Source: an optimization exercise on an open RTL-to-GDS flow (aim: small area). Production flows keep margins and buffers that such runs may drop. The RTL was checked by simulation tests, not by an equivalence proof against the original design. Power is estimated from default activity; no workload was simulated.

// calc_top
module calc_top(
        input clk,               
        input rst,               
        input [4:0] keycode,     
        input newkey,            
        output [15:0] calcOut,   
        output [7:0] digit,      
        output [7:0] segment,    
        output NEG_LED,
        output OVW_LED
        );
clock: 12.0 ns
lec_check: 0
abc_area: 1
cap_margin: 5
core_margin: 2
core_utilization: 65
cts_buf_list: sky130_fd_sc_hd__clkbuf_8
gpl_timing_driven: 0
slew_margin: 5
synth_hierarchical: 1
standard.sh (not shown) runs the stock make flow with config.mk's settings and CLKGATE_MAP_FILE= SYNTH_SCRIPT=/design/flow/synth_recipe.tcl, a recipe that flattens the netlist after the stock synthesis.
==> flow/flow/run.sh <==
#!/bin/bash
# The standard synthesis (kept as std_synth.v for reference), the same
# synthesis without its final flatten (hier/), the combinational logic mapped
# again for area by flow/post.ys, a check that the registers are the standard
# synthesis's, then the standard layout from floorplan to finish.
set -euo pipefail
W=$(pwd)
P=$FLOW_PLATFORM
R=$W/orfs/results/$P/calc_top/base
H=$W/hier/results/$P/calc_top/base
LIB=$FLOW_HOME/platforms/$P/lib/sky130_fd_sc_hd__tt_025C_1v80.lib
bash standard.sh synth > $W/synth.log 2>&1
cp $R/1_2_yosys.v $W/std_synth.v
sed -e "s#WORK_HOME=[^ ]*#WORK_HOME=$W/hier#" -e "s#SYNTH_SCRIPT=[^ ]*#SYNTH_SCRIPT=$W/flow/hier_synth.tcl#" \
    -e '/^if \[\[/,$d' standard.sh > $W/hier.sh
bash $W/hier.sh $H/1_2_yosys.v > $W/hier_synth.log 2>&1
sed -e "s#@LIB@#$LIB#g" -e "s#@IN@#$H/1_2_yosys.v#" -e "s#@OUT@#$R/1_2_yosys.v#" -e "s#@W@#$W#" \
    -e "s#@CELLS@#$W/flow/cells.v#" flow/post.ys > $W/post_run.ys
yosys -s $W/post_run.ys > $W/post_yosys.log 2>&1
python3 flow/check_regs.py $W/std_synth.v $R/1_2_yosys.v > $W/check_regs.log 2>&1
bash standard.sh BUFFER_PORTS_ARGS="-buffer_cell sky130_fd_sc_hd__buf_1" finish > $W/layout.log 2>&1
Other scripts of this flow, unchanged in this note and not shown: flow/flow/cells.v, flow/flow/check_regs.py, flow/flow/hier_synth.tcl, flow/flow/post.ys
The baseline went through all stages and came out clean.
==> next run, changes <==
--- a/flow/flow/run.sh
+++ b/flow/flow/run.sh
@@ -21 +21,2 @@
-bash standard.sh BUFFER_PORTS_ARGS="-buffer_cell sky130_fd_sc_hd__buf_1" finish > $W/layout.log 2>&1
+bash standard.sh BUFFER_PORTS_ARGS="-buffer_cell sky130_fd_sc_hd__buf_1" \
+    CTS_ARGS="-sink_clustering_enable -repair_clock_nets -buf_list sky130_fd_sc_hd__clkbuf_8 -dont_use_dummy_load" finish > $W/layout.log 2>&1
Settings changed: CORE_UTILIZATION 65 to 55.
Maximum frequency is higher by 0.86%.
Non-clock buffer count goes down by 6.
Power falls by 11%.
Worst hold slack hardly moves.
Via count went down by 5.1%.
Clock power went down by 30%.
Final cell count grows by 2.1%.
Core utilization went down by 11 points.

* * *

== JK ==
calc_top, a different RTL version from the one above (not shown whole).
Size: about 7100 um^2 of cells after synthesis.
## calc_top
module calc_top(
        input clk,               
        input rst,               
        input [4:0] keycode,     
        input newkey,            
        output [15:0] calcOut,   
        output [7:0] digit,      
        output [7:0] segment,    
        output NEG_LED,
        output OVW_LED
        );
==> flow/config.mk <==
export PLATFORM = sky130hd
export DESIGN_NAME = calc_top
export DESIGN_NICKNAME = calc_top
export VERILOG_FILES = /design/flow/design.v
export SDC_FILE = /design/flow/constraint.sdc
export NUM_CORES = 4
export LEC_CHECK = 0
export ABC_AREA = 1
export CAP_MARGIN = 5
export CORE_MARGIN = 2
export CORE_UTILIZATION = 55
export CTS_BUF_LIST = sky130_fd_sc_hd__clkbuf_8
export GPL_TIMING_DRIVEN = 0
export SLEW_MARGIN = 5
export SYNTH_HIERARCHICAL = 1
==> flow/constraint.sdc <==
create_clock -name core_clock -period 12.0 [get_ports {clk}]
set_input_delay 2.4000 -clock core_clock [delete_from_list [all_inputs] [get_ports {clk}]]
set_output_delay 2.4000 -clock core_clock [all_outputs]
set_load 0.01 [all_outputs]
==> flow/flow/run.sh <==
#!/bin/bash
# The standard synthesis (kept as std_synth.v for reference), the same
# synthesis without its final flatten (hier/), the combinational logic mapped
# again for area by flow/post.ys, a check that the registers are the standard
# synthesis's, then the standard layout from floorplan to finish.
set -euo pipefail
W=$(pwd)
P=$FLOW_PLATFORM
R=$W/orfs/results/$P/calc_top/base
H=$W/hier/results/$P/calc_top/base
LIB=$FLOW_HOME/platforms/$P/lib/sky130_fd_sc_hd__tt_025C_1v80.lib
bash standard.sh synth > $W/synth.log 2>&1
cp $R/1_2_yosys.v $W/std_synth.v
sed -e "s#WORK_HOME=[^ ]*#WORK_HOME=$W/hier#" -e "s#SYNTH_SCRIPT=[^ ]*#SYNTH_SCRIPT=$W/flow/hier_synth.tcl#" \
    -e '/^if \[\[/,$d' standard.sh > $W/hier.sh
bash $W/hier.sh $H/1_2_yosys.v > $W/hier_synth.log 2>&1
sed -e "s#@LIB@#$LIB#g" -e "s#@IN@#$H/1_2_yosys.v#" -e "s#@OUT@#$R/1_2_yosys.v#" -e "s#@W@#$W#" \
    -e "s#@CELLS@#$W/flow/cells.v#" flow/post.ys > $W/post_run.ys
yosys -s $W/post_run.ys > $W/post_yosys.log 2>&1
python3 flow/check_regs.py $W/std_synth.v $R/1_2_yosys.v > $W/check_regs.log 2>&1
bash standard.sh BUFFER_PORTS_ARGS="-buffer_cell sky130_fd_sc_hd__buf_1" \
    CTS_ARGS="-sink_clustering_enable -repair_clock_nets -buf_list sky130_fd_sc_hd__clkbuf_8 -dont_use_dummy_load" finish > $W/layout.log 2>&1
Other scripts of this flow, unchanged in this note and not shown: flow/flow/cells.v, flow/flow/check_regs.py, flow/flow/hier_synth.tcl, flow/flow/post.ys
The inputs of AL differ from those of JK as listed below.
--- a/flow/flow/run.sh
+++ b/flow/flow/run.sh
@@ -20,3 +20,2 @@
 python3 flow/check_regs.py $W/std_synth.v $R/1_2_yosys.v > $W/check_regs.log 2>&1
-bash standard.sh BUFFER_PORTS_ARGS="-buffer_cell sky130_fd_sc_hd__buf_1" \
-    CTS_ARGS="-sink_clustering_enable -repair_clock_nets -buf_list sky130_fd_sc_hd__clkbuf_8 -dont_use_dummy_load" finish > $W/layout.log 2>&1
+bash standard.sh BUFFER_PORTS_ARGS="-buffer_cell sky130_fd_sc_hd__buf_1" finish > $W/layout.log 2>&1
### Flow results
Global-route wire length before repair of AL is on par with JK.
Cell area, JK and AL, higher one = AL.
In the metrics for JK and AL, the one carrying the higher power is AL.
The share of the cycle needed by the critical path after routing of AL is lower than that of JK.

separate check: timing with driven ports:
The flow's constraints put no driver on any port. The routed layouts listed below were extracted and timed again, unchanged, in two steps. Step 1 sets driving cells, clkbuf_16 on the clock port and buf_2 on the other inputs (assumed; they add their load-dependent delay and slew). Step 2 adds t to the input delays and takes it off the output delays; t is the mean of the earliest and latest rising clock arrival at the registers after step 1. Input paths then give back, and output paths get back, about the clock's delay inside the block. a / b / c = no drivers / after step 1 / after step 2; a / b = the first two.
| run | shift t [ns] | setup WS [ns] | hold slack, ns | worst setup path after step 2 |
|---|---|---|---|---|
| the first run of note 1 | 0.363 | 0.310 / 0.276 / 0.639 | 0.386 / 0.386 / 0.386 | register to output |
| the second run of note 1 | 0.335 | 0.410 / 0.376 / 0.711 | 0.386 / 0.386 / 0.386 | register to output |
| JK | 0.343 | 0.405 / 0.370 / 0.713 | 0.383 / 0.383 / 0.383 | register to output |
| AL | 0.351 | 0.428 / 0.393 / 0.745 | 0.385 / 0.385 / 0.385 | register to output |
After both steps every run listed still meets setup and hold.
